Context: an optimization exercise on an open-source flow, tuned for small area and a short achievable clock period. The choices shown serve that exercise and are no tape-out recipe.
Where RTL was checked, it was by simulation tests only, not by an equivalence proof against the original.
The RTL of run 7 was laid out without a check of its function.
Power is estimated from default activity; no workload was simulated.

$ cat design/flow/standard.sh
#!/bin/bash
# synth_recipe.tcl (not shown) runs the flow's synth.tcl, then flattens the netlist and writes it again
# the make line also repeats each setting of config.mk as NAME=value (left out here)
make -C /OpenROAD-flow-scripts/flow DESIGN_CONFIG=/design/flow/config.mk WORK_HOME=/design/flow/orfs CLKGATE_MAP_FILE= SYNTH_SCRIPT=/design/flow/synth_recipe.tcl "${@:-finish}"
$ cat design/flow/flow/run.sh
#!/bin/bash
set -euo pipefail
export BUFFER_PORTS_ARGS="-buffer_cell sky130_fd_sc_hd__buf_1"
bash standard.sh > standard_flow.log 2>&1
$ cat design/flow/design.v
module sync_vg (
 input wire clk,
 input wire reset,
 input wire interlaced,
 input wire [11:0] v_total_0,
 input wire [11:0] v_fp_0,
 input wire [11:0] v_bp_0,
 input wire [11:0] v_sync_0,
 input wire [11:0] v_total_1,
 input wire [11:0] v_fp_1,
 input wire [11:0] v_bp_1,
 input wire [11:0] v_sync_1,
 input wire [11:0] h_total,
 input wire [11:0] h_fp,
 input wire [11:0] h_bp,
 input wire [11:0] h_sync,
 input wire [11:0] hv_offset_0,
 input wire [11:0] hv_offset_1,
 output reg vs_out,
 output reg hs_out,
 output reg de_out,
 output reg [12:0] v_count_out,
 output reg [11:0] h_count_out,
 output reg [11:0] x_out,
 output reg [12:0] y_out,
 output reg field_out
);
function [12:0] inc12;
 input [11:0] x;
 integer i;
 begin
  inc12[0] = ~x[0];
  for (i = 1; i < 12; i = i + 1)
   inc12[i] = x[i] ^ (&(x | ~((12'd1 << i) - 12'd1)));
  inc12[12] = &x;
 end
endfunction
function [12:0] inc13;
 input [12:0] x;
 integer i;
 begin
  inc13[0] = ~x[0];
  for (i = 1; i < 13; i = i + 1)
   inc13[i] = x[i] ^ (&(x | ~((13'd1 << i) - 13'd1)));
 end
endfunction
function inc_eq;
 input [11:0] x, y;
 reg [12:0] a, b;
 begin
  a = {1'b0, y};
  b = {1'b1, ~x};
  inc_eq = ((a ^ b) == {(a[11:0] | b[11:0]), 1'b0});
 end
endfunction
function sum_eq;
 input [11:0] a, b, c;
 reg [12:0] s, cy;
 begin
  s  = {1'b0, a} ^ {1'b0, b} ^ {1'b1, ~c};
  cy = ({1'b0, a} & {1'b0, b}) | ({1'b0, a} & {1'b1, ~c}) | ({1'b0, b} & {1'b1, ~c});
  sum_eq = &(s ^ {cy[11:0], 1'b0});
 end
endfunction
reg [11:0] h;
reg [11:0] v;
reg field;
reg lo_r, hi_r, vlo_r, vhi_r, le_d;
reg h0, v0;       
reg fp1;          
reg il;
reg [11:0] hk_r, vk0_r, vk1_r;
wire [11:0] vt  = field ? v_total_1 : v_total_0;
wire [11:0] vfp = fp1 ? v_fp_1 : v_fp_0;
wire [11:0] vsy = field ? v_sync_1 : v_sync_0;
wire [11:0] hvo = field ? hv_offset_1 : hv_offset_0;
wire [11:0] vk = field ? vk1_r : vk0_r;              
wire [12:0] hp1 = inc12(h);
wire line_end = inc_eq(h, h_total);
wire lo = h0 ? ~|hk_r : (lo_r | (&x_out));           
wire [12:0] x_nx = inc12(h0 ? ~hk_r : x_out);
wire [11:0] x_next = x_nx[11:0];
wire hi = h0 | (hi_r & ~sum_eq(h, h_fp, h_total));    
wire [12:0] vp1 = inc12(v);
wire frame_end = inc_eq(v, vt);
wire [12:0] y_base = v0 ? (il ? {~vk, field} : {1'b0, ~vk}) : y_out;
wire [12:0] y_cy;
assign y_cy[0] = ~il;
assign y_cy[1] = il | y_base[0];
genvar gi;
generate for (gi = 2; gi <= 12; gi = gi + 1) begin : ycarry
 assign y_cy[gi] = y_cy[1] & (&y_base[gi-1:1]);
end endgenerate
wire [12:0] y_next = y_base ^ {y_cy[12] & il, y_cy[11:0]};
wire y_ones = (&y_out[11:1]) & (il ? y_out[12] : y_out[0]);
wire vlo = v0 ? ~|vk : (vlo_r | (le_d & y_ones));    
wire vhi = v0 | (vhi_r & ~(le_d & sum_eq(v, vfp, vt)));   
wire v_en = v0 | le_d;
wire at_hvo = (h == hvo);
always @(posedge clk) begin
 il <= interlaced;
 hk_r <= h_sync + h_bp;
 vk0_r <= v_sync_0 + v_bp_0;
 vk1_r <= v_sync_1 + v_bp_1;
 lo_r <= lo;
 hi_r <= hi;
 vlo_r <= vlo;
 vhi_r <= vhi;
 if (reset) begin
  h <= 12'd0;
  v <= 12'd0;
  h0 <= 1'b1;
  v0 <= 1'b1;
  fp1 <= interlaced;
  field <= 1'b0;
  le_d <= 1'b0;
  vs_out <= 1'b0;
  hs_out <= 1'b0;
  de_out <= 1'b0;
  field_out <= 1'b0;
 end else begin
  h <= line_end ? 12'd0 : hp1[11:0];
  h0 <= line_end | hp1[12];
  if (line_end) begin
   v <= frame_end ? 12'd0 : vp1[11:0];
   v0 <= frame_end | vp1[12];
  end
  if (il & line_end & frame_end) begin
   field <= ~field;
   fp1 <= field;
  end
  le_d <= line_end;
  hs_out <= (h < h_sync);
  de_out <= lo & hi & vlo & vhi;
  if (v0 & at_hvo)
   vs_out <= 1'b1;
  else if ((v == vsy) & at_hvo)
   vs_out <= 1'b0;
  h_count_out <= h;
  x_out <= x_next;
  if (v_en) begin
   v_count_out <= v0 ? (field ? {1'b0, v_total_0} : 13'd0) : inc13(v_count_out);
   y_out <= y_next;
  end
  field_out <= field;
 end
end
endmodule
module pattern_vg (
 input wire reset,
 input wire clk_in,
 input wire [11:0] x,
 input wire [11:0] y,
 input wire vn_in, hn_in, dn_in,
 input wire [7:0] r_in, g_in, b_in,
 output reg vn_out, hn_out, den_out,
 output reg [7:0] r_out, g_out, b_out,
 input wire [11:0] total_active_pix,
 input wire [11:0] total_active_lines,
 input wire [7:0] pattern,
 input wire [19:0] ramp_step
);
reg [11:0] ramp_lo;
reg [7:0] ramp_hi;
reg ramp_c;
wire [12:0] lo_sum = {1'b0, ramp_lo} + {1'b0, ramp_step[11:0]};
wire [7:0] hi_sum = ramp_hi + ramp_step[19:12] + {7'd0, ramp_c};
reg [7:0] ramp_q;                                    
integer qi;
always @* begin
 for (qi = 0; qi < 8; qi = qi + 1)
  ramp_q[qi] = ramp_hi[qi] ^ (ramp_c & (&(ramp_hi | ~((8'd1 << qi) - 8'd1))));
end
wire [12:0] xl_a = {1'b0, total_active_pix};
wire [12:0] xl_b = {1'b1, ~x};
wire x_last = ((xl_a ^ xl_b) == {(xl_a[11:0] | xl_b[11:0]), 1'b0});
wire [12:0] yl_a = {1'b0, total_active_lines};
wire [12:0] yl_b = {1'b1, ~y};
wire y_last = ((yl_a ^ yl_b) == {(yl_a[11:0] | yl_b[11:0]), 1'b0});
wire x_first = (x == 12'd0);
wire border = dn_in & ((y == 12'd0) | x_first | x_last | y_last);
wire sel_in = (pattern == 8'd0) | ((pattern == 8'd1) & ~border);
wire sel_ff = ((pattern == 8'd1) & border) | ((pattern == 8'd2) & dn_in & x[0]) |
              ((pattern == 8'd3) & dn_in & y[0]);
wire sel_ramp = (pattern == 8'd4);
wire upd = (pattern[7:3] == 5'd0) & (~pattern[2] | (pattern[1:0] == 2'd0));
always @(posedge clk_in) begin
 vn_out <= vn_in;
 hn_out <= hn_in;
 den_out <= dn_in;
 if (reset) begin
  ramp_lo <= 12'd0;
  ramp_hi <= 8'd0;
  ramp_c <= 1'b0;
 end else if (sel_ramp & dn_in) begin
  if (x_last) begin
   ramp_lo <= 12'd0;
   ramp_hi <= 8'd0;
   ramp_c <= 1'b0;
  end else if (x_first) begin
   ramp_lo <= ramp_step[11:0];
   ramp_hi <= ramp_step[19:12];
   ramp_c <= 1'b0;
  end else begin
   ramp_lo <= lo_sum[11:0];
   ramp_hi <= hi_sum;
   ramp_c <= lo_sum[12];
  end
 end
 if (~reset & upd) begin
  r_out <= sel_in ? r_in : sel_ramp ? ramp_q : {8{sel_ff}};
  g_out <= sel_in ? g_in : sel_ramp ? ramp_q : {8{sel_ff}};
  b_out <= sel_in ? b_in : sel_ramp ? ramp_q : {8{sel_ff}};
 end
end
endmodule
module video_gen (
  input  wire        clk,
  input  wire        reset,
  input  wire        interlaced,
  input  wire [11:0] v_total_0,
  input  wire [11:0] v_fp_0,
  input  wire [11:0] v_bp_0,
  input  wire [11:0] v_sync_0,
  input  wire [11:0] v_total_1,
  input  wire [11:0] v_fp_1,
  input  wire [11:0] v_bp_1,
  input  wire [11:0] v_sync_1,
  input  wire [11:0] h_total,
  input  wire [11:0] h_fp,
  input  wire [11:0] h_bp,
  input  wire [11:0] h_sync,
  input  wire [11:0] hv_offset_0,
  input  wire [11:0] hv_offset_1,
  input  wire [11:0] total_active_pix,
  input  wire [11:0] total_active_lines,
  input  wire [7:0]  pattern,
  input  wire [19:0] ramp_step,
  input  wire [7:0]  r_in,
  input  wire [7:0]  g_in,
  input  wire [7:0]  b_in,
  output wire [12:0] v_count_out,
  output wire [11:0] h_count_out,
  output wire [11:0] x_out,
  output wire [12:0] y_out,
  output wire        field_out,
  output wire        vs_out,
  output wire        hs_out,
  output wire        de_out,
  output wire [7:0]  r_out,
  output wire [7:0]  g_out,
  output wire [7:0]  b_out
);
wire vs_t, hs_t, de_t;
sync_vg i_sync_vg (
  .clk(clk),
  .reset(reset),
  .interlaced(interlaced),
  .v_total_0(v_total_0),
  .v_fp_0(v_fp_0),
  .v_bp_0(v_bp_0),
  .v_sync_0(v_sync_0),
  .v_total_1(v_total_1),
  .v_fp_1(v_fp_1),
  .v_bp_1(v_bp_1),
  .v_sync_1(v_sync_1),
  .h_total(h_total),
  .h_fp(h_fp),
  .h_bp(h_bp),
  .h_sync(h_sync),
  .hv_offset_0(hv_offset_0),
  .hv_offset_1(hv_offset_1),
  .vs_out(vs_t),
  .hs_out(hs_t),
  .de_out(de_t),
  .v_count_out(v_count_out),
  .h_count_out(h_count_out),
  .x_out(x_out),
  .y_out(y_out),
  .field_out(field_out)
);
pattern_vg i_pattern_vg (
  .reset(reset),
  .clk_in(clk),
  .x(x_out),
  .y(y_out[11:0]),
  .vn_in(vs_t),
  .hn_in(hs_t),
  .dn_in(de_t),
  .r_in(r_in),
  .g_in(g_in),
  .b_in(b_in),
  .vn_out(vs_out),
  .hn_out(hs_out),
  .den_out(de_out),
  .r_out(r_out),
  .g_out(g_out),
  .b_out(b_out),
  .total_active_pix(total_active_pix),
  .total_active_lines(total_active_lines),
  .pattern(pattern),
  .ramp_step(ramp_step)
);
endmodule
$ cat design/flow/constraint.sdc
create_clock -name core_clock -period 5.0 [get_ports {clk}]
set_input_delay 1.0000 -clock core_clock [delete_from_list [all_inputs] [get_ports {clk}]]
set_output_delay 1.0000 -clock core_clock [all_outputs]
set_load 0.01 [all_outputs]
$ cat design/flow/config.mk
export PLATFORM = sky130hd
export DESIGN_NAME = video_gen
export DESIGN_NICKNAME = video_gen
export VERILOG_FILES = /design/flow/design.v
export SDC_FILE = /design/flow/constraint.sdc
export NUM_CORES = 4
export LEC_CHECK = 0
export CAP_MARGIN = 20
export CORE_AREA = 2.3 2.72 157.78 157.76
export CTS_BUF_LIST = sky130_fd_sc_hd__clkbuf_4 sky130_fd_sc_hd__clkbuf_8
export DIE_AREA = 0 0 160 160
export SETUP_SLACK_MARGIN = 3.0
export SLEW_MARGIN = 20
==> results of run 1 <==
-- worst min path at each step --
stage                                endpoint  depth (start not counted)              from
final                     i_pattern_vg.hn_out                          0  i_sync_vg.hs_out
after global routing      i_pattern_vg.hn_out                          0  i_sync_vg.hs_out
after CTS                 i_pattern_vg.hn_out                          0  i_sync_vg.hs_out
after detailed placement  i_pattern_vg.hn_out                          0  i_sync_vg.hs_out
after global placement    i_pattern_vg.hn_out                          0  i_sync_vg.hs_out
after floorplan           i_pattern_vg.hn_out                          0  i_sync_vg.hs_out
-- through the flow --
stage	util (%)	instances	setup WS (ps)	instance area (um2)
after floorplan	-	1294	2070	13500
after global placement	61.7	1915	1570	14900
after detailed placement	61.8	1915	1520	14900
after CTS	71.0	2061	2380	17100
after global routing	75.5	2096	2310	18200
final	75.5	2097	2380	18200
-- per-layer routing --
layer / vias to the layer above / wire length [um]
met3: 64 / 2250
met5: - / 13
li1: 5561 / -
met4: 2 / 1040
met1: 5471 / 16100
met2: 421 / 19500
-- area by class of cell --
cell class	count	area, um2
Timing Repair Buffer	472	2960
Tap cell	324	405
Antenna cell	1	2.50
Clock inverter	13	138
Clock buffer	19	262
Fill cell	1777	5900
Multi-Input combinational cell	1003	9790
Sequential cell	172	4220
Inverter	93	430
-- kinds of logic after synthesis --
logic type,Yosys count,share of synthesized area (%)
multiplexers,71,5.95
buffers and inverters,125,3.97
AO/OA/AOI/OAI,229,11.5
XOR/XNOR,178,12.5
flip-flops,172,33.7
AND/OR/NAND/NOR,360,14.5
adder cells (fa/ha/maj),159,17.8
-- cells in the final DEF (no fill, tap or decap), types with 48 or more instances in the layout --
cell type,n
buf_4,108
inv_1,58
edfxtp_1,75
dfxtp_1,86
xnor2_1,88
ha_1,73
buf_1,228
nand2_1,79
xor2_1,78
nor2_1,74
ha_4,51
clkbuf_2,48
buf_6,51
-- worst max-delay path: cells and delay by family --
family	cells	cell delay (ps)
adders and majority gates	2	550
buffers and inverters	1	100
xor gates and xnor gates	1	150
AOI/OAI and AO/OA	6	1210
-- what timing repair did --
item / in CTS / in global routing
cloned: 5 / 3
pin swaps: 85 / 89
resized for setup: 219 / 220
setup endpoints to repair: 202 / 188
setup buffers: 109 / 32
-- power by group --
part | total, uW | switching, uW | internal (uW) | leakage, uW
clock network | 1000 | 531 | 473 | 0.000207
logic | 1140 | 569 | 570 | 0.00558
registers | 1680 | 105 | 1580 | 0.00154
total | 3830 | 1200 | 2620 | 0.00732
==> out/results.ini, run 1 <==
[finish]
syn2layout_area_growth_pct = 46.3
drive_above_1_share_pct = 34.5
largestRegisters = i_sync_vg.v_count_out: 13 flops, i_sync_vg.y_out: 13 flops
final_net_count = 2165

[global_route]
grt_first_pass_wirelength_um = 58300
grtUsageMet1_pct = 37.2
grtUsageTotal_pct = 29.0
overflow = 0
antenna_found_initial = 2
met3_usage_pct = 5.04
first_global_vias = 11100
grt_max_degree = 27
top_usage_layer = met2
use_met2_pct = 50.4

[floorplanning]
core-area_um2 = 24100
die_w_um = 160
ios = 325
initial_core_util_pct = 51.6
fp.dieH_um = 160
fp.dieArea_um2 = 25600
rows = 57

[power_and_ir_drop]
leakagePower_uw = 0.00732
power_density_nw_per_um2 = 210
total_power_uw = 3830
ir_worst_vdd_mv = 0.161

[run]
maxCapViolCount = 0

[critical_path]
path_max_fanout = 3
regToRegSetupSlack_ps = 2400
endpoint = i_pattern_vg.ramp_lo[10]
crit_path_top_delay_cell = a2111oi_4
cp.arrival_ps = 3010
slowest_delay_ps = 440
required_ps = 5390
r2r_end = i_sync_vg.y_out[12]
crit_path_start_kind = input pin
end_kind = flop
worstPathCellList = buf_6, ha_4, fa_2, a211oi_2, o21ai_2, a2111oi_4, o41ai_4, xnor2_1, o21ai_1, a22o_1
timing.rr.start = i_sync_vg.field
crit_type = input pin to flop
reg2reg_depth = 9
crit_start = ramp_step[0]

[timing]
period_share_pct = 52.3
setup_viol = 0
hold_viol = 0
hold_slack_ps = 347
finClkSkew_ps = 29.3
worst_pin_slew_ps = 835
fmax_mhz = 382
slew_headroom_pct = 44.2
rsz0062_at_grt = yes
min_period_ps = 2620
finalSetupTns_ps = 0
drv_slew = 0

[yosys]
synth_area_leaders = edfxtp_1, dfxtp_1, ha_1, xnor2_1, xor2_1
synth_cells = 1294
async_reset_ff_share_pct = 0
synth_cell_types = 71
yosysTopAreaCell = edfxtp_1
yosysMostFrequentCell = ha_1
synth_edf_count = 75
synth_seq_cells = 172
ys_warn_count = 2
ys_dominant_reg_cell = dfxtp_1
synth.cell_area_um2 = 12400
synth_nets = 1700
seq_area_frac_synth_pct = 33.7
syn-mean-instance-area_um2 = 9.62
synth_commonest_cells = ha_1, dfxtp_1, nor2_1
synth_top_area_share_pct = 18.1

[clocking]
cts_buffer_depth = 2
htreeDepth = 4
clk_root_buffer_cell = clkbuf_8
clkSinkCount = 172
cts_buffers = 17
cts_tree = yes
worstSkewPairLatency_ps = 480
cts.clk_slew.worst_paths_ps = 110
cts_hold_buf = 0

[drt]
routedWlPerCell_um = 18.5
drc = 0
firstDrtPassIters = 5
vias_per_cell = 5.49
drt_iter0_markers = 703
wl_um = 38800
antenna_left = 0
via_count = 11500

[worst_hold_path]
hp-class = flop to flop

[placement]
io_buffer_count = 324
gp_congestion = 0.874
hpwl_um = 27800

[outcome]
status = finished clean

==> inputs of run 2 (changes only) <==
--- a/design/flow/config.mk
+++ b/design/flow/config.mk
@@ -9,5 +9,5 @@
 export CORE_AREA = 2.3 2.72 157.78 157.76
 export CTS_BUF_LIST = sky130_fd_sc_hd__clkbuf_4 sky130_fd_sc_hd__clkbuf_8
 export DIE_AREA = 0 0 160 160
-export SETUP_SLACK_MARGIN = 3.0
+export SETUP_SLACK_MARGIN = 2.7
 export SLEW_MARGIN = 20
==> run 2 against run 1 <==
Net effect:
- worst hold slack worse by 12 ps
- clock skew decreased by 9.5 ps
- register-to-register slack lost 120 ps
- synthesized area unchanged
- critical path depth grew 3
- power is 5.3% lower
- global-route usage shrank 1.4 points
- sequential power is essentially flat
- clock power about the same
- flip-flop and latch count unchanged
- critical endpoint is now i_sync_vg.y_out[8]
- highest routed layer is now met4
==> out/results.ini, run 2 <==
[timing]
setup_slack_ps = 2280  ; was 2380 ps
drv_slew = 0  ; unchanged
finClkSkew_ps = 19.8  ; was 29.3 ps
hold_viol = 0  ; unchanged
min_period_ps = 2720  ; was 2620 ps
slew_headroom_pct = 43.5  ; was 44.2%
rsz0062_at_grt = yes  ; unchanged
period_share_pct = 54.4  ; was 52.3%
hold_slack_ps = 335  ; was 347 ps
worst_pin_slew_ps = 845  ; was 835 ps
finalSetupTns_ps = 0  ; unchanged
setup_viol = 0  ; unchanged
fmax_mhz = 368  ; was 382 MHz

[critical_path]
end_kind = flop  ; unchanged
r2r_end = i_sync_vg.y_out[8]  ; was i_sync_vg.y_out[12]
required_ps = 5210  ; was 5390 ps
path_common_cell = nor2_1
cp.arrival_ps = 2930  ; was 3010 ps
crit_path_top_delay_cell = or4_4  ; was a2111oi_4
regToRegSetupSlack_ps = 2280  ; was 2400 ps
reg2reg_depth = 13  ; was 9
slowest_delay_ps = 520  ; was 440 ps
path_max_fanout = 4  ; was 3
crit_path_start_kind = flop  ; was input pin
crit_type = flop to flop  ; was input pin to flop
worstPathCellList = nor2_1, nor2_1, a311oi_4, a21oi_2, ha_2, inv_2, o31ai_2, or4_4, buf_6, nand2b_4, and3b_1, nand2_1, xnor2_1  ; was buf_6, ha_4, fa_2, a211oi_2, o21ai_2, a2111oi_4, o41ai_4, xnor2_1, o21ai_1, a22o_1
timing.rr.start = i_sync_vg.il  ; was i_sync_vg.field

[finish]
multiInputGateArea_um2 = 9040  ; was 9790 um2
fin_area_um2 = 16700  ; was 18200 um2
fin_util_pct = 69.1  ; was 75.5%
syn2layout_area_growth_pct = 33.9  ; was 46.3%
layout_commonest_cell = buf_1  ; unchanged
seqCellArea_um2 = 4210  ; was 4220 um2
n_fill_cell = 1994  ; was 1777
largestRegisters = i_sync_vg.v_count_out: 13 flops, i_sync_vg.y_out: 13 flops  ; unchanged
layout_common_cells = buf_1, dfxtp_1, ha_1, xnor2_1, nor2_1  ; was buf_1, buf_4, xnor2_1, dfxtp_1, nand2_1
final_net_count = 2106  ; was 2165
drive_above_1_share_pct = 22.4  ; was 34.5%

[placement]
hpwl_um = 27600  ; was 27800 um
postPlaceCellArea_um2 = 14600  ; was 14900 um2
pre_cts_ws_ps = 1490  ; was 1520 ps
gp_congestion = 0.891  ; was 0.874
io_buffer_count = 324  ; unchanged

[yosys]
synth_cell_types = 71  ; unchanged
async_reset_ff_share_pct = 0  ; unchanged
synth_nets = 1700  ; unchanged
ys_dominant_reg_cell = dfxtp_1  ; unchanged
synth_cells = 1294  ; unchanged
synth_edf_count = 75  ; unchanged
synth_area_leaders = edfxtp_1, dfxtp_1, ha_1, xnor2_1, xor2_1  ; unchanged
syn-mean-instance-area_um2 = 9.62  ; unchanged
synth_seq_cells = 172  ; unchanged
ys_warn_count = 2  ; unchanged
synth_commonest_cells = ha_1, dfxtp_1, nor2_1  ; unchanged
seq_area_frac_synth_pct = 33.7  ; unchanged
yosysMostFrequentCell = ha_1  ; unchanged
synth.cell_area_um2 = 12400  ; unchanged
synth_top_area_share_pct = 18.1  ; unchanged
yosysTopAreaCell = edfxtp_1  ; unchanged

[power_and_ir_drop]
sequentialPowerShare_pct = 46.4  ; was 44.0%
p_int_uw = 2480  ; was 2620 uW
power_density_nw_per_um2 = 218  ; was 210 nW/um2
p_clk_share_pct = 26.7  ; was 26.2%
power_frac_comb_pct = 26.9  ; was 29.8%
p_switching_uw = 1140  ; was 1200 uW
p_sw_share_pct = 31.5  ; about the same
ir_worst_vdd_mv = 0.158  ; was 0.161 mV
leakagePower_uw = 0.00667  ; was 0.00732 uW

[worst_hold_path]
holdPathStages = 0  ; unchanged
hold_end = i_pattern_vg.hn_out  ; unchanged
hp-class = flop to flop  ; unchanged
min_from = i_sync_vg.hs_out  ; unchanged

[floorplanning]
ios = 325  ; unchanged
rows = 57  ; unchanged
fp.dieArea_um2 = 25600  ; unchanged
die_w_um = 160  ; unchanged
fp.dieH_um = 160  ; unchanged
initial_core_util_pct = 51.6  ; unchanged
core-area_um2 = 24100  ; unchanged

[drt]
via_count = 11100  ; was 11500
antenna_left = 0  ; unchanged
drt_iter0_markers = 732  ; was 703
vias_per_cell = 5.46  ; was 5.49
wl_um = 36800  ; was 38800 um
firstDrtPassIters = 5  ; unchanged
routedWlPerCell_um = 18.1  ; was 18.5 um
drc = 0  ; unchanged

[outcome]
status = finished clean  ; unchanged

[clocking]
htreeDepth = 4  ; unchanged
cts.clk_slew.worst_paths_ps = 90  ; was 110 ps
cts_tree = yes  ; unchanged
clkSinkCount = 172  ; unchanged
clk_root_buffer_cell = clkbuf_8  ; unchanged
cts_buffers = 17  ; unchanged
worstSkewPairLatency_ps = 470  ; was 480 ps
cts_buffer_depth = 2  ; unchanged

[global_route]
first_global_vias = 10500  ; was 11100
overflow = 0  ; unchanged
grt_first_pass_wirelength_um = 55500  ; was 58300 um
grt_max_degree = 27  ; unchanged
grtUsageTotal_pct = 27.6  ; was 29.0%
antenna_found_initial = 1  ; was 2

[run]
maxCapViolCount = 0  ; unchanged

## run 2: cell counts after synthesis
Identical to the previous run, type by type.
## run 2: worst max path at each step
stage	cells past startpoint	end	slack [ps]	start
after global placement	11	i_pattern_vg.g_out[1]	1580	total_active_pix[5]
after global routing	12	i_sync_vg.y_out[12]	2200	i_sync_vg.il
after floorplan	15	i_sync_vg.y_out[12]	2070	i_sync_vg.field
after detailed placement	11	i_pattern_vg.r_out[3]	1490	total_active_pix[5]
final	13	i_sync_vg.y_out[8]	2280	i_sync_vg.il
after CTS	11	i_sync_vg.y_out[12]	2290	i_sync_vg.il
## run 2: worst max-delay path: cells and delay by family, from the launching register on
kind | cells | cell delay [ps]
buf+inv | 2 | 200
compound gates | 3 | 430
xor+xnor | 1 | 140
flops | 1 | 370
fa+ha+maj | 1 | 200
simple gates | 6 | 1130
## run 2: metal layers
| metal | vias to the layer above | GRT usage, % | part of all wire, % |
|---|---|---|---|
| li1 | 5452 | - | - |
| met1 | 5287 | 36.7 | 44 |
| met2 | 339 | 47.4 | 49 |
| met3 | 50 | 4.29 | 5.1 |
| met4 | 0 | 6.59 | 2.2 |
| met5 | - | 0 | 0 |
## run 2: area by class of cell
type	instances	share of cell area, %
Clock buffer	21	1.66
Tap cell	324	2.43
Sequential cell	172	25.2
Timing Repair Buffer	415	13.4
Clock inverter	11	0.638
Multi-Input combinational cell	1001	54.3
Inverter	93	2.31
Antenna cell	1	0.0150
## run 2: cell families after synthesis
kind of cell             synth area share (%)
AND/OR/NAND/NOR                          14.5
adder cells (fa/ha/maj)                  17.8
multiplexers                             5.95
XOR/XNOR                                 12.5
AO/OA/AOI/OAI                            11.5
buffers and inverters                    3.97
flip-flops                               33.7
## run 2: per-stage QoR
stage          cells  total power [uW]
2_1_floorplan   1294              2260
3_3_place_gp    1916              2540
3_5_place_dp    1916              2550
4_1_cts         2004              3560
5_1_grt         2038              3810
6_report        2038              3620
## run 2: repair_timing
action	CTS	global route
resized for setup	75	136
setup endpoints to repair	85	75
gates cloned	4	3
hold buffers	0	0
pin swaps	47	65
setup buffers	52	30
## run 2: power by group through the flow
stage / logic, uW / registers, uW / clock network (uW)
2_1_floorplan: 563 / 1690 / 0
3_3_place_gp: 818 / 1720 / 0
3_5_place_dp: 827 / 1720 / 0
4_1_cts: 890 / 1680 / 984
5_1_grt: 1080 / 1690 / 1040
6_report: 974 / 1680 / 968
==> inputs of run 3 (changes only) <==
--- a/design/flow/config.mk
+++ b/design/flow/config.mk
@@ -9,5 +9,5 @@
 export CORE_AREA = 2.3 2.72 157.78 157.76
 export CTS_BUF_LIST = sky130_fd_sc_hd__clkbuf_4 sky130_fd_sc_hd__clkbuf_8
 export DIE_AREA = 0 0 160 160
-export SETUP_SLACK_MARGIN = 2.7
+export SETUP_SLACK_MARGIN = 2.2
 export SLEW_MARGIN = 20
==> run 3 against run 2 <==
Net effect:
- clock power rose by 4%
- via count fell by 5.2%
- first-iteration DRC count fell by 3.7%
- worst hold slack barely moved
==> out/results.ini, run 3 <==
[timing]
rsz0062_at_grt = yes  ; unchanged
slew_headroom_pct = 40.6  ; was 43.5%
setup_viol = 0  ; unchanged
finalSetupTns_ps = 0  ; unchanged
period_share_pct = 55.8  ; was 54.4%
finClkSkew_ps = 20.3  ; was 19.8 ps
drv_slew = 0  ; unchanged
setup_slack_ps = 2210  ; was 2280 ps
hold_viol = 0  ; unchanged
fmax_mhz = 359  ; was 368 MHz
worst_pin_slew_ps = 892  ; was 845 ps
min_period_ps = 2790  ; was 2720 ps

[yosys]
synth_cells = 1294  ; unchanged
syn-mean-instance-area_um2 = 9.62  ; unchanged
synth.cell_area_um2 = 12400  ; unchanged
synth_nets = 1700  ; unchanged
ys_warn_count = 2  ; unchanged
synth_edf_count = 75  ; unchanged
synth_area_leaders = edfxtp_1, dfxtp_1, ha_1, xnor2_1, xor2_1  ; unchanged
synth_commonest_cells = ha_1, dfxtp_1, nor2_1  ; unchanged
synth_cell_types = 71  ; unchanged
seq_area_frac_synth_pct = 33.7  ; unchanged
yosysMostFrequentCell = ha_1  ; unchanged
synth_top_area_share_pct = 18.1  ; unchanged
yosysTopAreaCell = edfxtp_1  ; unchanged
synth_seq_cells = 172  ; unchanged
async_reset_ff_share_pct = 0  ; unchanged
ys_dominant_reg_cell = dfxtp_1  ; unchanged

[finish]
n_fill_cell = 2311  ; was 1994
largestRegisters = i_sync_vg.v_count_out: 13 flops, i_sync_vg.y_out: 13 flops  ; unchanged
drive_above_1_share_pct = 7.14  ; was 22.4%
layout_common_cells = buf_1, ha_1, dfxtp_1, nor2_1  ; was buf_1, dfxtp_1, ha_1, xnor2_1, nor2_1
syn2layout_area_growth_pct = 18.1  ; was 33.9%
multiInputGateArea_um2 = 7910  ; was 9040 um2
seqCellArea_um2 = 4210  ; about the same
layout_commonest_cell = buf_1  ; unchanged
final_net_count = 2032  ; was 2106
diodes = 0  ; was 1

[critical_path]
crit_start = i_sync_vg.v0  ; was i_sync_vg.il
end_kind = flop  ; unchanged
slowest_delay_ps = 540  ; was 520 ps
path_max_fanout = 17  ; was 4
crit_path_start_kind = flop  ; unchanged
timing.rr.start = i_sync_vg.v0  ; was i_sync_vg.il
crit_type = flop to flop  ; unchanged
worstPathCellList = buf_12, clkinv_4, a311oi_2, a21oi_1, ha_2, inv_2, o31ai_2, or4_4, nor3b_4, and4_4, a211o_1, o211ai_1  ; was nor2_1, nor2_1, a311oi_4, a21oi_2, ha_2, inv_2, o31ai_2, or4_4, buf_6, nand2b_4, and3b_1, nand2_1, xnor2_1
crit_path_top_delay_cell = or4_4  ; unchanged
required_ps = 5200  ; was 5210 ps
cp.arrival_ps = 2990  ; was 2930 ps

[clocking]
clkSinkCount = 172  ; unchanged
cts_tree = yes  ; unchanged
cts_buffers = 17  ; unchanged
cts.clk_slew.worst_paths_ps = 90  ; about the same
clk_root_buffer_cell = clkbuf_8  ; unchanged
cts_hold_buf = 0  ; unchanged
worstSkewPairLatency_ps = 460  ; was 470 ps
htreeDepth = 4  ; unchanged
cts_buffer_depth = 2  ; unchanged

[worst_hold_path]
hp-class = flop to flop  ; unchanged
min_from = i_sync_vg.hs_out  ; unchanged

[global_route]
overflow = 0  ; unchanged
grt_first_pass_wirelength_um = 52400  ; was 55500 um
grt_max_degree = 35  ; was 27
grtUsageTotal_pct = 25.7  ; was 27.6%
first_global_vias = 10300  ; was 10500
antenna_found_initial = 0  ; was 1

[placement]
io_buffer_count = 324  ; unchanged
hpwl_um = 26400  ; was 27600 um
gp_congestion = 0.927  ; was 0.891
pre_cts_ws_ps = 1500  ; was 1490 ps

[drt]
wl_met3_um = 1740  ; was 1870 um
wl_met1_um = 15000  ; was 16100 um
wl_um = 33200  ; was 36800 um
met2WireLength_um = 15800  ; was 18000 um
routedWlPerCell_um = 16.9  ; was 18.1 um
drc = 0  ; unchanged
drt_iter0_markers = 705  ; was 732
routed.top_layer = met4  ; unchanged
via_count = 10500  ; was 11100
firstDrtPassIters = 7  ; was 5
vias_per_cell = 5.37  ; was 5.46
antenna_left = 0  ; unchanged

[power_and_ir_drop]
power_density_nw_per_um2 = 237  ; was 218 nW/um2
leakagePower_uw = 0.00601  ; was 0.00667 uW
ir_worst_vdd_mv = 0.166  ; was 0.158 mV

[floorplanning]
core-area_um2 = 24100  ; unchanged
die_w_um = 160  ; unchanged
initial_core_util_pct = 51.6  ; unchanged
ios = 325  ; unchanged
fp.dieArea_um2 = 25600  ; unchanged
rows = 57  ; unchanged
fp.dieH_um = 160  ; unchanged

[run]
maxCapViolCount = 0  ; unchanged

[outcome]
status = finished clean  ; unchanged

-- run 3: where the power goes --
group	internal [uW]	switching, uW	leakage (uW)
Combinational	365	444	0.00427
Sequential	1580	97.4	0.00153
Clock	461	546	0.000203
-- run 3: worst paths after layout --
path,end,slack (ps),depth (start not counted)
setup / recovery,i_sync_vg.y_out[12],2210,12
hold / removal,i_pattern_vg.hn_out,340,0
setup reg to reg,i_sync_vg.y_out[12],2210,12
hold reg to reg,i_pattern_vg.hn_out,340,0
-- run 3: metrics by stage --
| stage | hold WS [ps] | instances | instance area [um2] | power [uW] | utilization, % |
|---|---|---|---|---|---|
| detailed placement | 316 | 1917 | 14000 | 2500 | 58.2 |
| floorplan | 310 | 1294 | 12500 | 2210 | - |
| global route | 343 | 1963 | 14700 | 3680 | 61.0 |
| CTS | 339 | 1953 | 14500 | 3510 | 60.2 |
| finish | 335 | 1963 | 14700 | 3490 | 61.0 |
| global placement | 310 | 1917 | 14000 | 2490 | 58.2 |
-- run 3: per-layer routing --
metal	vias to the layer above	track usage, %
met5	-	0
met1	4910	34.0
met3	45	4.44
met2	318	43.7
li1	5276	-
met4	0	6.84
-- run 3: layout make-up --
cell class                      count  area share (%)
Clock buffer                       18            1.64
Clock inverter                     14            1.06
Inverter                           93            2.41
Multi-Input combinational cell    998            53.8
Sequential cell                   172            28.6
Tap cell                          324            2.76
Timing Repair Buffer              344            9.66
-- run 3: logic make-up (layout without fill, tap and decap cells) --
| logic type | Yosys count | after routing | synth area share, % |
|---|---|---|---|
| XOR/XNOR | 178 | 178 | 12.5 |
| AO/OA/AOI/OAI | 229 | 229 | 11.5 |
| multiplexers | 71 | 71 | 5.95 |
| AND/OR/NAND/NOR | 360 | 361 | 14.5 |
| flip-flops | 172 | 172 | 33.7 |
| adder cells (fa/ha/maj) | 159 | 159 | 17.8 |
| buffers and inverters | 125 | 469 | 3.97 |
-- run 3: repair_timing --
action / CTS / global route
pin swaps: 0 / 3
cloned: 0 / 2
resized for setup: 13 / 20
buffers inserted: 4 / 8
setup endpoints to repair: 52 / 38
-- run 3: worst max-delay path: cells and delay by family (launching register included) --
kind	cells	cell delay [ps]
adders and majority gates	1	180
DFF	1	390
and+or+nand+nor	3	1080
AOI/OAI and AO/OA	5	580
buffers and inverters	3	310
==> inputs of run 4 (changes only) <==
--- a/design/flow/config.mk
+++ b/design/flow/config.mk
@@ -9,5 +9,6 @@
 export CORE_AREA = 2.3 2.72 157.78 157.76
 export CTS_BUF_LIST = sky130_fd_sc_hd__clkbuf_4 sky130_fd_sc_hd__clkbuf_8
 export DIE_AREA = 0 0 160 160
-export SETUP_SLACK_MARGIN = 2.2
+export SETUP_SLACK_MARGIN = 2.5
 export SLEW_MARGIN = 20
+export TNS_END_PERCENT = 0
==> run 4 against run 3 <==
Net effect:
- largest cell class unchanged
- core utilization is 0.74 points higher
- combinational power about the same
- setup slack improved by 130 ps
- still clean on timing, DRC and antenna
==> out/results.ini, run 4 <==
[timing]
fmax_mhz = 377  ; was 359 MHz
finClkSkew_ps = 18.9  ; was 20.3 ps
worst_pin_slew_ps = 931  ; was 892 ps
hold_viol = 0  ; unchanged
period_share_pct = 53.1  ; was 55.8%
drv_slew = 0  ; unchanged
setup_viol = 0  ; unchanged
min_period_ps = 2660  ; was 2790 ps
rsz0062_at_grt = yes  ; unchanged
setup_slack_ps = 2340  ; was 2210 ps
finalSetupTns_ps = 0  ; unchanged
slew_headroom_pct = 37.9  ; was 40.6%

[yosys]
synth_seq_cells = 172  ; unchanged
synth_commonest_cells = ha_1, dfxtp_1, nor2_1  ; unchanged
synth_cells = 1294  ; unchanged
ys_dominant_reg_cell = dfxtp_1  ; unchanged
ys_warn_count = 2  ; unchanged
synth_nets = 1700  ; unchanged
synth.cell_area_um2 = 12400  ; unchanged
synth_top_area_share_pct = 18.1  ; unchanged
synth_edf_count = 75  ; unchanged
yosysTopAreaCell = edfxtp_1  ; unchanged
async_reset_ff_share_pct = 0  ; unchanged
seq_area_frac_synth_pct = 33.7  ; unchanged
syn-mean-instance-area_um2 = 9.62  ; unchanged
synth_area_leaders = edfxtp_1, dfxtp_1, ha_1, xnor2_1, xor2_1  ; unchanged
yosysMostFrequentCell = ha_1  ; unchanged
synth_cell_types = 71  ; unchanged

[drt]
routedWlPerCell_um = 17.1  ; was 16.9 um
via_count = 10600  ; was 10500
vias_per_cell = 5.39  ; was 5.37
firstDrtPassIters = 5  ; was 7
drc = 0  ; unchanged
antenna_left = 0  ; unchanged
drt_iter0_markers = 706  ; was 705
wl_um = 33800  ; was 33200 um

[power_and_ir_drop]
ir_worst_vdd_mv = 0.134  ; was 0.166 mV
power_density_nw_per_um2 = 234  ; was 237 nW/um2
leakagePower_uw = 0.00608  ; was 0.00601 uW
total_power_uw = 3490  ; about the same

[global_route]
grt_max_degree = 30  ; was 35
grt_first_pass_wirelength_um = 53500  ; was 52400 um
grtUsageTotal_pct = 26.3  ; was 25.7%
overflow = 0  ; unchanged
antenna_found_initial = 0  ; unchanged
first_global_vias = 10300  ; about the same

[outcome]
status = finished clean  ; unchanged

[finish]
largestRegisters = i_sync_vg.v_count_out: 13 flops, i_sync_vg.y_out: 13 flops  ; unchanged
fin_area_um2 = 14900  ; was 14700 um2
syn2layout_area_growth_pct = 19.5  ; was 18.1%
drive_above_1_share_pct = 7.88  ; was 7.14%
layout_commonest_cell = buf_1  ; unchanged
n_fill_cell = 2235  ; was 2311
final_net_count = 2043  ; was 2032
layout_common_cells = buf_1, ha_1, nor2_1, dfxtp_1  ; was buf_1, ha_1, dfxtp_1, nor2_1
instances_no_fill = 1974  ; was 1963
diodes = 0  ; unchanged

[critical_path]
cp.arrival_ps = 3010  ; was 2990 ps
required_ps = 5360  ; was 5200 ps
path_max_fanout = 3  ; was 17
end_kind = flop  ; unchanged
crit_start = ramp_step[0]  ; was i_sync_vg.v0
crit_path_start_kind = input pin  ; was flop
crit_type = input pin to flop  ; was flop to flop
timing.rr.start = i_sync_vg.field  ; was i_sync_vg.v0

[clocking]
worstSkewPairLatency_ps = 460  ; about the same
htreeDepth = 4  ; unchanged
cts_buffers = 17  ; unchanged
cts.clk_slew.worst_paths_ps = 100  ; was 90 ps
clkSinkCount = 172  ; unchanged
cts_buffer_depth = 2  ; unchanged
clk_root_buffer_cell = clkbuf_8  ; unchanged
cts_tree = yes  ; unchanged

[placement]
postPlaceCellArea_um2 = 14000  ; about the same
post-place-cells = 1917  ; unchanged
gp_congestion = 0.872  ; was 0.927
hpwl_um = 26700  ; was 26400 um
pre_cts_ws_ps = 1500  ; about the same
io_buffer_count = 324  ; unchanged

[floorplanning]
fp.dieArea_um2 = 25600  ; unchanged
fp.dieH_um = 160  ; unchanged
core-area_um2 = 24100  ; unchanged
initial_core_util_pct = 51.6  ; unchanged
rows = 57  ; unchanged
die_w_um = 160  ; unchanged
ios = 325  ; unchanged

[run]
maxCapViolCount = 0  ; unchanged

[worst_hold_path]
hp-class = flop to flop  ; unchanged
min_from = i_sync_vg.hs_out  ; unchanged

-- run 4: cell count changes in the layout (fill, tap and decap cells not counted), sizes merged --
cell	previous run	this run
nand2b	7	8
clkbuf	19	17
buf	343	353
clkinv	4	7
bufbuf	0	1
clkinvlp	1	2
inv	100	97
-- run 4: cell families after synthesis --
logic type	synth area share, %
xor+xnor	12.5
buf+inv	3.97
mux	5.95
simple gates	14.5
flops	33.7
compound gates	11.5
fa+ha+maj	17.8
-- run 4: cell type report --
cell class              instances  area [um2]  share of cell area (%)
flip-flops and latches        172        4210                    28.3
inverters                      93         362                    2.43
repair buffers                354        1540                    10.4
multi-input cells             999        7960                    53.5
clock inverters                15         161                    1.09
well taps                     324         405                    2.73
clock buffers                  17         234                    1.57
-- run 4: path summary, 6_finish.rpt --
kind	end	cells after the start	slack, ps
min reg2reg	i_pattern_vg.hn_out	0	310
max reg2reg	i_sync_vg.y_out[12]	11	2350
max	i_pattern_vg.ramp_lo[10]	10	2340
min	i_pattern_vg.hn_out	0	310
-- run 4: report_power, final --
group          internal, uW  leakage, uW  switching, uW
Sequential             1580      0.00153            100
Combinational           367      0.00435            441
Clock                   452     0.000197            549
Total                  2400      0.00608           1090
-- run 4: through the flow --
step	utilization [%]	hold WS, ps
2_1_floorplan	-	310
3_3_place_gp	58.1	311
3_5_place_dp	58.1	312
4_1_cts	61.2	310
5_1_grt	61.7	315
6_report	61.7	309
-- run 4: metal layers --
metal,share of wire (%),wire [um],global-route usage (%),vias up
met2,48,16300,45.1,332
li1,-,-,-,5303
met1,45,15100,35.1,4983
met5,0,0,0,-
met3,5.4,1830,3.87,31
met4,1.6,529,6.59,0
-- run 4: timing repair --
action	in CTS	in global routing
cloned	2	1
resized for setup	35	15
hold buffers	0	0
buffers inserted	18	4
setup endpoints to repair	72	83
pin swaps	6	7
-- run 4: critical path: stages --
cell	delay (ps)
buf_1	110
ha_2	220
fa_2	380
a211oi_2	260
o21ai_2	140
a2111oi_4	330
o41ai_2	120
xnor2_1	130
o21ai_0	80
a22o_1	230
==> inputs of run 5 (changes only) <==
--- a/design/flow/config.mk
+++ b/design/flow/config.mk
@@ -11,4 +11,3 @@
 export DIE_AREA = 0 0 160 160
 export SETUP_SLACK_MARGIN = 2.5
 export SLEW_MARGIN = 20
-export TNS_END_PERCENT = 0
==> run 5 against run 4 <==
Net effect:
- still clean
- global-route usage increased by 0.86 points
- register-to-register slack improved by 90 ps
- routed wire length increased by 3.8%
- power increased by 0.24%
- via count increased by 0.86%
- sequential share of layout area decreased by 1.4 points
- synthesized area unchanged
- cell area increased by 5.1%
- maximum frequency increased by 3.3%
- largest cell class unchanged
==> out/results.ini, run 5 <==
[worst_hold_path]
hp-class = flop to flop  ; unchanged
min_from = i_sync_vg.hs_out  ; unchanged
holdPathStages = 0  ; unchanged

[critical_path]
required_ps = 5350  ; was 5360 ps
cp_top_family = simple AND/OR/NAND/NOR gates  ; was compound AO/OA/AOI/OAI gates
path_depth = 9  ; was 10
regToRegSetupSlack_ps = 2440  ; was 2350 ps
timing.rr.start = i_sync_vg.field  ; unchanged
path_max_fanout = 2  ; was 3
cp.arrival_ps = 2920  ; was 3010 ps
worstPathCellList = buf_1, mux2i_2, fa_1, xnor2_1, nor4_2, nand4_1, a21o_1, nand2_1, nor2_1  ; was buf_1, ha_2, fa_2, a211oi_2, o21ai_2, a2111oi_4, o41ai_2, xnor2_1, o21ai_0, a22o_1
crit_path_top_delay_cell = fa_1  ; was fa_2
endpoint = i_sync_vg.de_out  ; was i_pattern_vg.ramp_lo[10]
reg2reg_depth = 8  ; was 11
crit_start = v_total_0[8]  ; was ramp_step[0]
end_kind = flop  ; unchanged
crit_buf_inv = 1  ; unchanged
crit_type = input pin to flop  ; unchanged
r2r_end = i_sync_vg.y_out[12]  ; unchanged
crit_path_start_kind = input pin  ; unchanged
slowest_delay_ps = 500  ; was 380 ps

[yosys]
ys_warn_count = 2  ; unchanged
synth_commonest_cells = ha_1, dfxtp_1, nor2_1  ; unchanged
syn-mean-instance-area_um2 = 9.62  ; unchanged
synth_top_area_share_pct = 18.1  ; unchanged
synth_cells = 1294  ; unchanged
yosysTopAreaCell = edfxtp_1  ; unchanged
synth.cell_area_um2 = 12400  ; unchanged
async_reset_ff_share_pct = 0  ; unchanged
yosysMostFrequentCell = ha_1  ; unchanged
ys_dominant_reg_cell = dfxtp_1  ; unchanged
synth_area_leaders = edfxtp_1, dfxtp_1, ha_1, xnor2_1, xor2_1  ; unchanged
seq_area_frac_synth_pct = 33.7  ; unchanged
synth_nets = 1700  ; unchanged
synth_seq_cells = 172  ; unchanged
synth_cell_types = 71  ; unchanged
synth_edf_count = 75  ; unchanged

[finish]
drive_above_1_share_pct = 14.1  ; was 7.88%
diodes = 0  ; unchanged
layout_commonest_cell = buf_1  ; unchanged
final_net_count = 2061  ; was 2043
largestRegisters = i_sync_vg.v_count_out: 13 flops, i_sync_vg.y_out: 13 flops  ; unchanged
syn2layout_area_growth_pct = 25.7  ; was 19.5%
layout_common_cells = buf_1, ha_1, dfxtp_1, nor2_1, xnor2_1  ; was buf_1, ha_1, nor2_1, dfxtp_1

[floorplanning]
initial_core_util_pct = 51.6  ; unchanged
fp.dieArea_um2 = 25600  ; unchanged
die_w_um = 160  ; unchanged
core-area_um2 = 24100  ; unchanged
ios = 325  ; unchanged
fp.dieH_um = 160  ; unchanged
rows = 57  ; unchanged

[timing]
fmax_mhz = 389  ; was 377 MHz
hold_slack_ps = 332  ; was 309 ps
finalSetupTns_ps = 0  ; unchanged
slew_headroom_pct = 46.0  ; was 37.9%
setup_viol = 0  ; unchanged
worst_pin_slew_ps = 811  ; was 931 ps
rsz0062_at_grt = yes  ; unchanged
finClkSkew_ps = 22.7  ; was 18.9 ps
period_share_pct = 51.4  ; was 53.1%
drv_slew = 0  ; unchanged
min_period_ps = 2570  ; was 2660 ps
hold_viol = 0  ; unchanged

[global_route]
grt_first_pass_wirelength_um = 54900  ; was 53500 um
grt_max_degree = 27  ; was 30
overflow = 0  ; unchanged
antenna_found_initial = 0  ; unchanged
grtUsageTotal_pct = 27.2  ; was 26.3%
first_global_vias = 10300  ; about the same

[clocking]
cts_hold_buf = 0  ; unchanged
cts_buffers = 17  ; unchanged
clkSinkCount = 172  ; unchanged
cts.clk_slew.worst_paths_ps = 80  ; was 100 ps
cts_buffer_depth = 2  ; unchanged
htreeDepth = 4  ; unchanged
worstSkewPairLatency_ps = 470  ; was 460 ps
cts_tree = yes  ; unchanged
clk_root_buffer_cell = clkbuf_8  ; unchanged

[drt]
firstDrtPassIters = 6  ; was 5
antenna_left = 0  ; unchanged
via_count = 10700  ; was 10600
drc = 0  ; unchanged
vias_per_cell = 5.39  ; about the same
routedWlPerCell_um = 17.6  ; was 17.1 um
drt_iter0_markers = 579  ; was 706
wl_um = 35100  ; was 33800 um

[power_and_ir_drop]
power_density_nw_per_um2 = 223  ; was 234 nW/um2
leakagePower_uw = 0.00626  ; was 0.00608 uW
ir_worst_vdd_mv = 0.157  ; was 0.134 mV

[outcome]
status = finished clean  ; unchanged

[placement]
gp_congestion = 0.887  ; was 0.872
hpwl_um = 27200  ; was 26700 um
io_buffer_count = 324  ; unchanged

[run]
maxCapViolCount = 0  ; unchanged

[run 5: cell counts after synthesis]
Identical to the previous run, type by type.
[run 5: worst min path at each step]
stage                                      to  slack, ps
after floorplan           i_pattern_vg.hn_out        310
after global placement    i_pattern_vg.hn_out        310
after detailed placement  i_pattern_vg.hn_out        310
after CTS                 i_pattern_vg.hn_out        330
after global routing      i_pattern_vg.hn_out        340
final                     i_pattern_vg.hn_out        330
[run 5: worst register-to-register path, delay by kind of cell (launching register included)]
family / cells / cell delay (ps)
multiplexers: 1 / 320
AO/OA/AOI/OAI: 3 / 360
buffers and inverters: 1 / 160
AND/OR/NAND/NOR: 3 / 1070
flip-flops: 1 / 420
[run 5: timing repair]
item / in CTS / in global routing
setup buffers: 30 / 13
resized for setup: 45 / 34
gates cloned: 4 / 0
pin swaps: 21 / 32
setup endpoints to repair: 94 / 58
[run 5: final cells by class]
| type | count | area [um2] |
|---|---|---|
| fill | 2097 | 8470 |
| clock inverter | 15 | 134 |
| inverter | 93 | 380 |
| multi-input combinational | 998 | 8540 |
| timing repair inverter | 1 | 7.51 |
| sequential | 172 | 4210 |
| clock buffer | 17 | 234 |
| tap | 324 | 405 |
| timing repair buffer | 372 | 1730 |
[run 5: logic make-up (layout without fill, tap and decap cells)]
kind of cell / count (synthesis) / in the layout / share of synthesized area [%]
AO/OA/AOI/OAI: 229 / 229 / 11.5
multiplexers: 71 / 71 / 5.95
flip-flops: 172 / 172 / 33.7
buffers and inverters: 125 / 498 / 3.97
adder cells (fa/ha/maj): 159 / 159 / 17.8
XOR/XNOR: 178 / 178 / 12.5
AND/OR/NAND/NOR: 360 / 361 / 14.5
[run 5: per-layer routing]
metal	global-route usage (%)	wire length (um)	vias to the layer above
met5	0	0	-
met4	6.63	601	0
met3	3.58	1690	39
met2	46.9	16900	331
met1	36.4	15900	5026
li1	-	-	5345
[run 5: power by group]
group          internal, uW  switching [uW]
combinational           404             472
sequential             1580            99.8
clock                   400             542
total                  2380            1110
[run 5: through the flow]
step                setup WS (ps)  std cells  total power [uW]  instance area (um2)  util, %
floorplan                    2070       1294              2250                13000        -
detailed placement           1420       1913              2540                14500     60.0
finish                       2430       1992              3500                15600     64.9
global route                 2340       1992              3690                15600     64.9
global placement             1440       1913              2530                14500     60.0
CTS                          2410       1979              3500                15400     63.8
==> inputs of run 6 (changes only) <==
--- a/design/flow/config.mk
+++ b/design/flow/config.mk
@@ -9,5 +9,6 @@
 export CORE_AREA = 2.3 2.72 157.78 157.76
 export CTS_BUF_LIST = sky130_fd_sc_hd__clkbuf_4 sky130_fd_sc_hd__clkbuf_8
 export DIE_AREA = 0 0 160 160
-export SETUP_SLACK_MARGIN = 2.5
+export SETUP_SLACK_MARGIN = 2.8
 export SLEW_MARGIN = 20
+export TNS_END_PERCENT = 0
==> run 6 against run 5 <==
Net effect:
- still clean
- maximum frequency fell by 3.2%
- clock power increased by 6%
- sequential power barely moved
- critical path depth increased by 1
- sequential share of layout area rose by 1.4 points
- flip-flop and latch count did not move
- setup slack lost 85 ps
- combinational power down 7.8%
- final cell count decreased by 0.90%
- clock skew decreased by 3.8 ps
- core utilization decreased by 3.2 points
- cell area decreased by 4.9%
- critical endpoint is now i_pattern_vg.ramp_lo[10]
- highest routed layer unchanged
==> out/results.ini, run 6 <==
[outcome]
status = finished clean  ; unchanged

[drt]
wl_um = 33800  ; was 35100 um
vias_per_cell = 5.39  ; about the same
routed.top_layer = met4  ; unchanged
routedWlPerCell_um = 17.1  ; was 17.6 um
drt_iter0_markers = 706  ; was 579
met2WireLength_um = 16300  ; was 16900 um
drc = 0  ; unchanged
wl_met3_um = 1830  ; was 1690 um
wl_met1_um = 15100  ; was 15900 um
via_count = 10600  ; was 10700
antenna_left = 0  ; unchanged
firstDrtPassIters = 5  ; was 6

[clocking]
clk_root_buffer_cell = clkbuf_8  ; unchanged
worstSkewPairLatency_ps = 460  ; was 470 ps
clkSinkCount = 172  ; unchanged
cts.clk_slew.worst_paths_ps = 100  ; was 80 ps
cts_hold_buf = 0  ; unchanged
htreeDepth = 4  ; unchanged
cts_buffer_depth = 2  ; unchanged
cts_tree = yes  ; unchanged
cts_buffers = 17  ; unchanged

[finish]
syn2layout_area_growth_pct = 19.5  ; was 25.7%
instances_no_fill = 1974  ; was 1992
layout_common_cells = buf_1, ha_1, nor2_1, dfxtp_1  ; was buf_1, ha_1, dfxtp_1, nor2_1, xnor2_1
drive_above_1_share_pct = 7.88  ; was 14.1%
fin_area_um2 = 14900  ; was 15600 um2
diodes = 0  ; unchanged
final_net_count = 2043  ; was 2061
fin_util_pct = 61.7  ; was 64.9%
layout_commonest_cell = buf_1  ; unchanged
largestRegisters = i_sync_vg.v_count_out: 13 flops, i_sync_vg.y_out: 13 flops  ; unchanged

[placement]
hpwl_um = 26700  ; was 27200 um
gp_congestion = 0.872  ; was 0.887
postPlaceCellArea_um2 = 14000  ; was 14500 um2
io_buffer_count = 324  ; unchanged
post-place-cells = 1917  ; was 1913

[critical_path]
crit_path_start_kind = input pin  ; unchanged
end_kind = flop  ; unchanged
cp.arrival_ps = 3010  ; was 2920 ps
regToRegSetupSlack_ps = 2350  ; was 2440 ps
crit_type = input pin to flop  ; unchanged
required_ps = 5360  ; was 5350 ps
path_max_fanout = 3  ; was 2

[yosys]
synth-compound-area-share_pct = 11.5  ; unchanged
synth_commonest_cells = ha_1, dfxtp_1, nor2_1  ; unchanged
synth_top_area_share_pct = 18.1  ; unchanged
ys_dominant_reg_cell = dfxtp_1  ; unchanged
seq_area_frac_synth_pct = 33.7  ; unchanged
synth_area_leaders = edfxtp_1, dfxtp_1, ha_1, xnor2_1, xor2_1  ; unchanged
ys_warn_count = 2  ; unchanged
synthAdderAreaFrac_pct = 17.8  ; unchanged
synth_simple_gate_area_share_pct = 14.5  ; unchanged
synthMuxAreaShare_pct = 5.95  ; unchanged
syn-mean-instance-area_um2 = 9.62  ; unchanged
synth_cell_types = 71  ; unchanged
synth_top_family_by_area = adder cells  ; unchanged
synth.cell_area_um2 = 12400  ; unchanged
synth_xor_area_share_pct = 12.5  ; unchanged
synth_cells = 1294  ; unchanged
async_reset_ff_share_pct = 0  ; unchanged
yosysTopAreaCell = edfxtp_1  ; unchanged
synth_edf_count = 75  ; unchanged
synth_seq_cells = 172  ; unchanged
yosysMostFrequentCell = ha_1  ; unchanged
synth_nets = 1700  ; unchanged

[power_and_ir_drop]
leakagePower_uw = 0.00608  ; was 0.00626 uW
ir_worst_vdd_mv = 0.134  ; was 0.157 mV
power_density_nw_per_um2 = 234  ; was 223 nW/um2

[timing]
slew_headroom_pct = 37.9  ; was 46.0%
hold_slack_ps = 309  ; was 332 ps
finalSetupTns_ps = 0  ; unchanged
rsz0062_at_grt = yes  ; unchanged
hold_viol = 0  ; unchanged
min_period_ps = 2660  ; was 2570 ps
worst_pin_slew_ps = 931  ; was 811 ps
fmax_mhz = 377  ; was 389 MHz
setup_viol = 0  ; unchanged
finClkSkew_ps = 18.9  ; was 22.7 ps
drv_slew = 0  ; unchanged
period_share_pct = 53.1  ; was 51.4%

[floorplanning]
ios = 325  ; unchanged
initial_core_util_pct = 51.6  ; unchanged
die_w_um = 160  ; unchanged
core-area_um2 = 24100  ; unchanged
rows = 57  ; unchanged
fp.dieArea_um2 = 25600  ; unchanged
fp.dieH_um = 160  ; unchanged

[worst_hold_path]
hp-class = flop to flop  ; unchanged

[global_route]
overflow = 0  ; unchanged
grt_max_degree = 30  ; was 27
first_global_vias = 10300  ; about the same
antenna_found_initial = 0  ; unchanged
grt_first_pass_wirelength_um = 53500  ; was 54900 um
grtUsageTotal_pct = 26.3  ; was 27.2%

[run]
maxCapViolCount = 0  ; unchanged

run 6: path summary, 6_finish.rpt:
kind,from,to,cells past startpoint
worst max-delay path,ramp_step[0],i_pattern_vg.ramp_lo[10],10
worst min-delay path,i_sync_vg.hs_out,i_pattern_vg.hn_out,0
worst max register to register,i_sync_vg.field,i_sync_vg.y_out[12],11
worst min register to register,i_sync_vg.hs_out,i_pattern_vg.hn_out,0
run 6: layer usage:
metal | vias to the layer above | track usage [%]
met5 | - | 0
met4 | 0 | 6.59
met3 | 31 | 3.87
met2 | 332 | 45.1
met1 | 4983 | 35.1
li1 | 5303 | -
run 6: worst max-delay path, stage by stage:
cell,delay [ps]
buf_1,110
ha_2,220
fa_2,380
a211oi_2,260
o21ai_2,140
a2111oi_4,330
o41ai_2,120
xnor2_1,130
o21ai_0,80
a22o_1,230
run 6: report_power, final:
part,internal [uW],switching [uW],leakage [uW]
clock,452,549,0.000197
combinational,367,441,0.00435
sequential,1580,100,0.00153
run 6: kinds of logic (layout without fill, tap and decap cells):
logic type                 count (synthesis)  after routing
adders and majority gates                159            159
muxes                                     71             71
buffers and inverters                    125            479
and+or+nand+nor                          360            362
DFF                                      172            172
AOI/OAI and AO/OA                        229            229
xor gates and xnor gates                 178            178
run 6: area by class of cell:
cell class                 instances  area, um2
clock buffer                      17        234
clock inverter                    15        161
tap                              324        405
inverter                          93        362
timing repair buffer             354       1540
fill                            2235       9230
multi-input combinational        999       7960
sequential                       172       4210
run 6: stage by stage:
step | setup WS, ps | power (uW)
final | 2340 | 3490
after global routing | 2260 | 3680
after CTS | 2350 | 3500
after detailed placement | 1500 | 2500
after global placement | 1640 | 2490
after floorplan | 2060 | 2210
run 6: what timing repair did:
item | CTS | global route
endpoints found under the setup margin | 103 | 137
pin swaps | 6 | 7
gates cloned | 2 | 1
setup buffers | 18 | 4
gates resized for setup | 35 | 15
==> inputs of run 7 (changes only) <==
--- a/design/flow/design.v
+++ b/design/flow/design.v
@@ -69,12 +69,12 @@
 reg h0, v0;       
 reg fp1;          
 reg il;
-reg [11:0] hk_r, vk0_r, vk1_r;
+reg [11:0] hk_r;
+reg [11:0] vk;      
 wire [11:0] vt  = field ? v_total_1 : v_total_0;
 wire [11:0] vfp = fp1 ? v_fp_1 : v_fp_0;
 wire [11:0] vsy = field ? v_sync_1 : v_sync_0;
 wire [11:0] hvo = field ? hv_offset_1 : hv_offset_0;
-wire [11:0] vk = field ? vk1_r : vk0_r;              
 wire [12:0] hp1 = inc12(h);
 wire line_end = inc_eq(h, h_total);
 wire lo = h0 ? ~|hk_r : (lo_r | (&x_out));           
@@ -96,12 +96,14 @@
 wire vlo = v0 ? ~|vk : (vlo_r | (le_d & y_ones));    
 wire vhi = v0 | (vhi_r & ~(le_d & sum_eq(v, vfp, vt)));   
 wire v_en = v0 | le_d;
+wire vk_f1 = ~reset & ~field;
+wire [11:0] vk_next = (vk_f1 ? v_sync_1 : v_sync_0) + (vk_f1 ? v_bp_1 : v_bp_0);
 wire at_hvo = (h == hvo);
 always @(posedge clk) begin
  il <= interlaced;
  hk_r <= h_sync + h_bp;
- vk0_r <= v_sync_0 + v_bp_0;
- vk1_r <= v_sync_1 + v_bp_1;
+ if (reset | (il & line_end & frame_end))
+  vk <= vk_next;
  lo_r <= lo;
  hi_r <= hi;
  vlo_r <= vlo;
--- a/design/flow/config.mk
+++ b/design/flow/config.mk
@@ -9,6 +9,5 @@
 export CORE_AREA = 2.3 2.72 157.78 157.76
 export CTS_BUF_LIST = sky130_fd_sc_hd__clkbuf_4 sky130_fd_sc_hd__clkbuf_8
 export DIE_AREA = 0 0 160 160
-export SETUP_SLACK_MARGIN = 2.8
+export SETUP_SLACK_MARGIN = 2.5
 export SLEW_MARGIN = 20
-export TNS_END_PERCENT = 0
==> run 7 against run 6 <==
Net effect:
- flip-flop and latch count fell by 12
- clock-buffer cell count did not move
- cell area rose by 3.5%
- global-route usage fell by 1.3 points
- critical path type unchanged
- power fell by 3.3%
- register-to-register slack got worse by 150 ps
- non-clock buffer count rose by 30
==> out/results.ini, run 7 <==
[critical_path]
crit_type = input pin to flop  ; unchanged
cp_top_family = compound AO/OA/AOI/OAI gates  ; unchanged
r2r_end = i_sync_vg.vk[11]  ; was i_sync_vg.y_out[12]
crit_path_start_kind = input pin  ; unchanged
regToRegSetupSlack_ps = 2200  ; was 2350 ps
crit_buf_inv = 2  ; was 1
crit_path_top_delay_cell = or3_1  ; was fa_2
reg2reg_depth = 11  ; unchanged
end_kind = flop  ; unchanged
worstPathCellList = buf_8, nor2_4, buf_12, mux2_4, ha_4, a21o_1, a21oi_4, o21bai_1, or3_1, a41o_1, o41ai_2, xnor2_1  ; was buf_1, ha_2, fa_2, a211oi_2, o21ai_2, a2111oi_4, o41ai_2, xnor2_1, o21ai_0, a22o_1
timing.rr.start = i_sync_vg.field  ; unchanged
slowest_delay_ps = 330  ; was 380 ps
path_max_fanout = 4  ; was 3
cp.arrival_ps = 3300  ; was 3010 ps
required_ps = 5210  ; was 5360 ps

[timing]
finalSetupTns_ps = 0  ; unchanged
hold_slack_ps = 334  ; was 309 ps
worst_pin_slew_ps = 943  ; was 931 ps
fmax_mhz = 323  ; was 377 MHz
setup_viol = 0  ; unchanged
finClkSkew_ps = 11.7  ; was 18.9 ps
drv_slew = 0  ; unchanged
period_share_pct = 62.0  ; was 53.1%
hold_viol = 0  ; unchanged
rsz0062_at_grt = yes  ; unchanged
slew_headroom_pct = 37.1  ; was 37.9%
min_period_ps = 3100  ; was 2660 ps

[yosys]
synth_cells = 1206  ; was 1294
synth_seq_cells = 160  ; was 172
yosysTopAreaCell = edfxtp_1  ; unchanged
seq_area_frac_synth_pct = 34.3  ; was 33.7%
synth_xor_area_share_pct = 12.4  ; was 12.5%
async_reset_ff_share_pct = 0  ; unchanged
synth_nets = 1600  ; was 1700
synth_area_leaders = edfxtp_1, ha_1, dfxtp_1, xnor2_1, mux2i_1  ; was edfxtp_1, dfxtp_1, ha_1, xnor2_1, xor2_1
ys_warn_count = 2  ; unchanged
synth_simple_gate_area_share_pct = 12.9  ; was 14.5%
synth.cell_area_um2 = 11900  ; was 12400 um2
synth_edf_count = 87  ; was 75
synth_top_family_by_area = adder cells  ; unchanged
syn-mean-instance-area_um2 = 9.86  ; was 9.62 um2
synth_cell_types = 62  ; was 71
synth_top_area_share_pct = 22.0  ; was 18.1%
synthAdderAreaFrac_pct = 17.3  ; was 17.8%
ys_dominant_reg_cell = edfxtp_1  ; was dfxtp_1
synth_commonest_cells = ha_1, xnor2_1, inv_1  ; was ha_1, dfxtp_1, nor2_1
synth-compound-area-share_pct = 10.3  ; was 11.5%
yosysMostFrequentCell = ha_1  ; unchanged
synthMuxAreaShare_pct = 8.50  ; was 5.95%

[finish]
n_fill_cell = 2151  ; was 2235
layout_commonest_cell = buf_1  ; unchanged
layout_common_cells = buf_1, xnor2_1, ha_1, edfxtp_1, nand2_1  ; was buf_1, ha_1, nor2_1, dfxtp_1
instances_no_fill = 1915  ; was 1974
drive_above_1_share_pct = 16.7  ; was 7.88%
largestRegisters = i_sync_vg.v_count_out: 13 flops, i_sync_vg.y_out: 13 flops  ; unchanged
multiInputGateArea_um2 = 8240  ; was 7960 um2
seqCellArea_um2 = 4090  ; was 4210 um2
syn2layout_area_growth_pct = 29.4  ; was 19.5%
final_net_count = 1970  ; was 2043
fin_util_pct = 63.8  ; was 61.7%

[global_route]
met3_usage_pct = 3.40  ; was 3.87%
grt_max_degree = 32  ; was 30
grtUsageTotal_pct = 25.0  ; was 26.3%
top_usage_layer = met2  ; unchanged
antenna_found_initial = 2  ; was 0
grtUsageMet1_pct = 33.5  ; was 35.1%
first_global_vias = 9715  ; was 10300
use_met2_pct = 42.9  ; was 45.1%
grt_first_pass_wirelength_um = 50500  ; was 53500 um
overflow = 0  ; unchanged

[clocking]
cts_buffer_depth = 2  ; unchanged
cts_buffers = 17  ; unchanged
clk_root_buffer_cell = clkbuf_8  ; unchanged
worstSkewPairLatency_ps = 460  ; about the same
htreeDepth = 4  ; unchanged
cts.clk_slew.worst_paths_ps = 90  ; was 100 ps
clkSinkCount = 160  ; was 172
cts_tree = yes  ; unchanged

[drt]
drt_iter0_markers = 641  ; was 706
routedWlPerCell_um = 17.0  ; was 17.1 um
drc = 0  ; unchanged
wl_um = 32600  ; was 33800 um
vias_per_cell = 5.26  ; was 5.39
via_count = 10100  ; was 10600
antenna_left = 0  ; unchanged
firstDrtPassIters = 5  ; unchanged

[worst_hold_path]
holdPathStages = 0  ; unchanged
min_from = i_sync_vg.hs_out  ; unchanged
hold_end = i_pattern_vg.hn_out  ; unchanged
hp-class = flop to flop  ; unchanged

[floorplanning]
rows = 57  ; unchanged
ios = 325  ; unchanged
die_w_um = 160  ; unchanged
initial_core_util_pct = 49.3  ; was 51.6%
fp.dieArea_um2 = 25600  ; unchanged
core-area_um2 = 24100  ; unchanged
fp.dieH_um = 160  ; unchanged

[placement]
io_buffer_count = 324  ; unchanged
gp_congestion = 0.879  ; was 0.872
post-place-cells = 1827  ; was 1917
hpwl_um = 25100  ; was 26700 um

[run]
maxCapViolCount = 0  ; unchanged

[outcome]
status = finished clean  ; unchanged

[power_and_ir_drop]
power_density_nw_per_um2 = 219  ; was 234 nW/um2
leakagePower_uw = 0.00616  ; was 0.00608 uW
ir_worst_vdd_mv = 0.134  ; about the same

run 7: layout make-up:
cell class	instances	share of cell area, %
multi-input combinational	918	53.5
sequential	160	26.5
timing repair buffer	384	12.4
tap	324	2.63
inverter	95	2.62
clock buffer	17	1.52
clock inverter	15	0.724
antenna	2	0.0325
run 7: metrics by stage:
stage	instance area, um2	worst slack (ps)	total power [uW]
6_report	15400	1900	3370
4_1_cts	14900	1890	3340
3_3_place_gp	14000	1130	2430
5_1_grt	15400	1820	3560
2_1_floorplan	12500	1470	2160
3_5_place_dp	14000	1080	2440
run 7: logic make-up after synthesis:
| family | Yosys count |
|---|---|
| compound gates | 190 |
| xor+xnor | 169 |
| fa+ha+maj | 147 |
| buf+inv | 130 |
| flops | 160 |
| mux | 97 |
| simple gates | 313 |
run 7: worst max-delay path by stage:
stage	from	end	slack, ps	depth (start not counted)
after floorplan	reset	i_sync_vg.vk[11]	1470	11
after global placement	reset	i_sync_vg.vk[11]	1130	12
final	reset	i_sync_vg.vk[11]	1900	12
after CTS	reset	i_sync_vg.vk[11]	1890	13
after global routing	reset	i_sync_vg.vk[11]	1820	12
after detailed placement	reset	i_sync_vg.vk[11]	1080	12
run 7: power by group:
group	internal, uW	switching, uW
logic	450	458
registers	1490	113
clock network	346	511
total	2290	1080
run 7: per-layer routing:
| layer | wire (um) | up-vias |
|---|---|---|
| li1 | - | 5031 |
| met1 | 14800 | 4755 |
| met2 | 15900 | 254 |
| met3 | 1380 | 28 |
| met4 | 515 | 0 |
| met5 | 0 | - |
run 7: repair_timing:
item | CTS | global route
buffers inserted | 27 | 22
pin swaps | 34 | 59
cloned | 4 | 1
resized for setup | 63 | 64
setup endpoints to repair | 106 | 85
hold buffers | 0 | 0

Re-timed with assumed drivers on the ports (clkbuf_16 on the clock, buf_2 on other inputs), run 7 has 1.898 ns of setup slack against 1.901 ns with ideal ports, and 1.401 ns once port delays also move by the mid clock arrival of 0.497 ns.
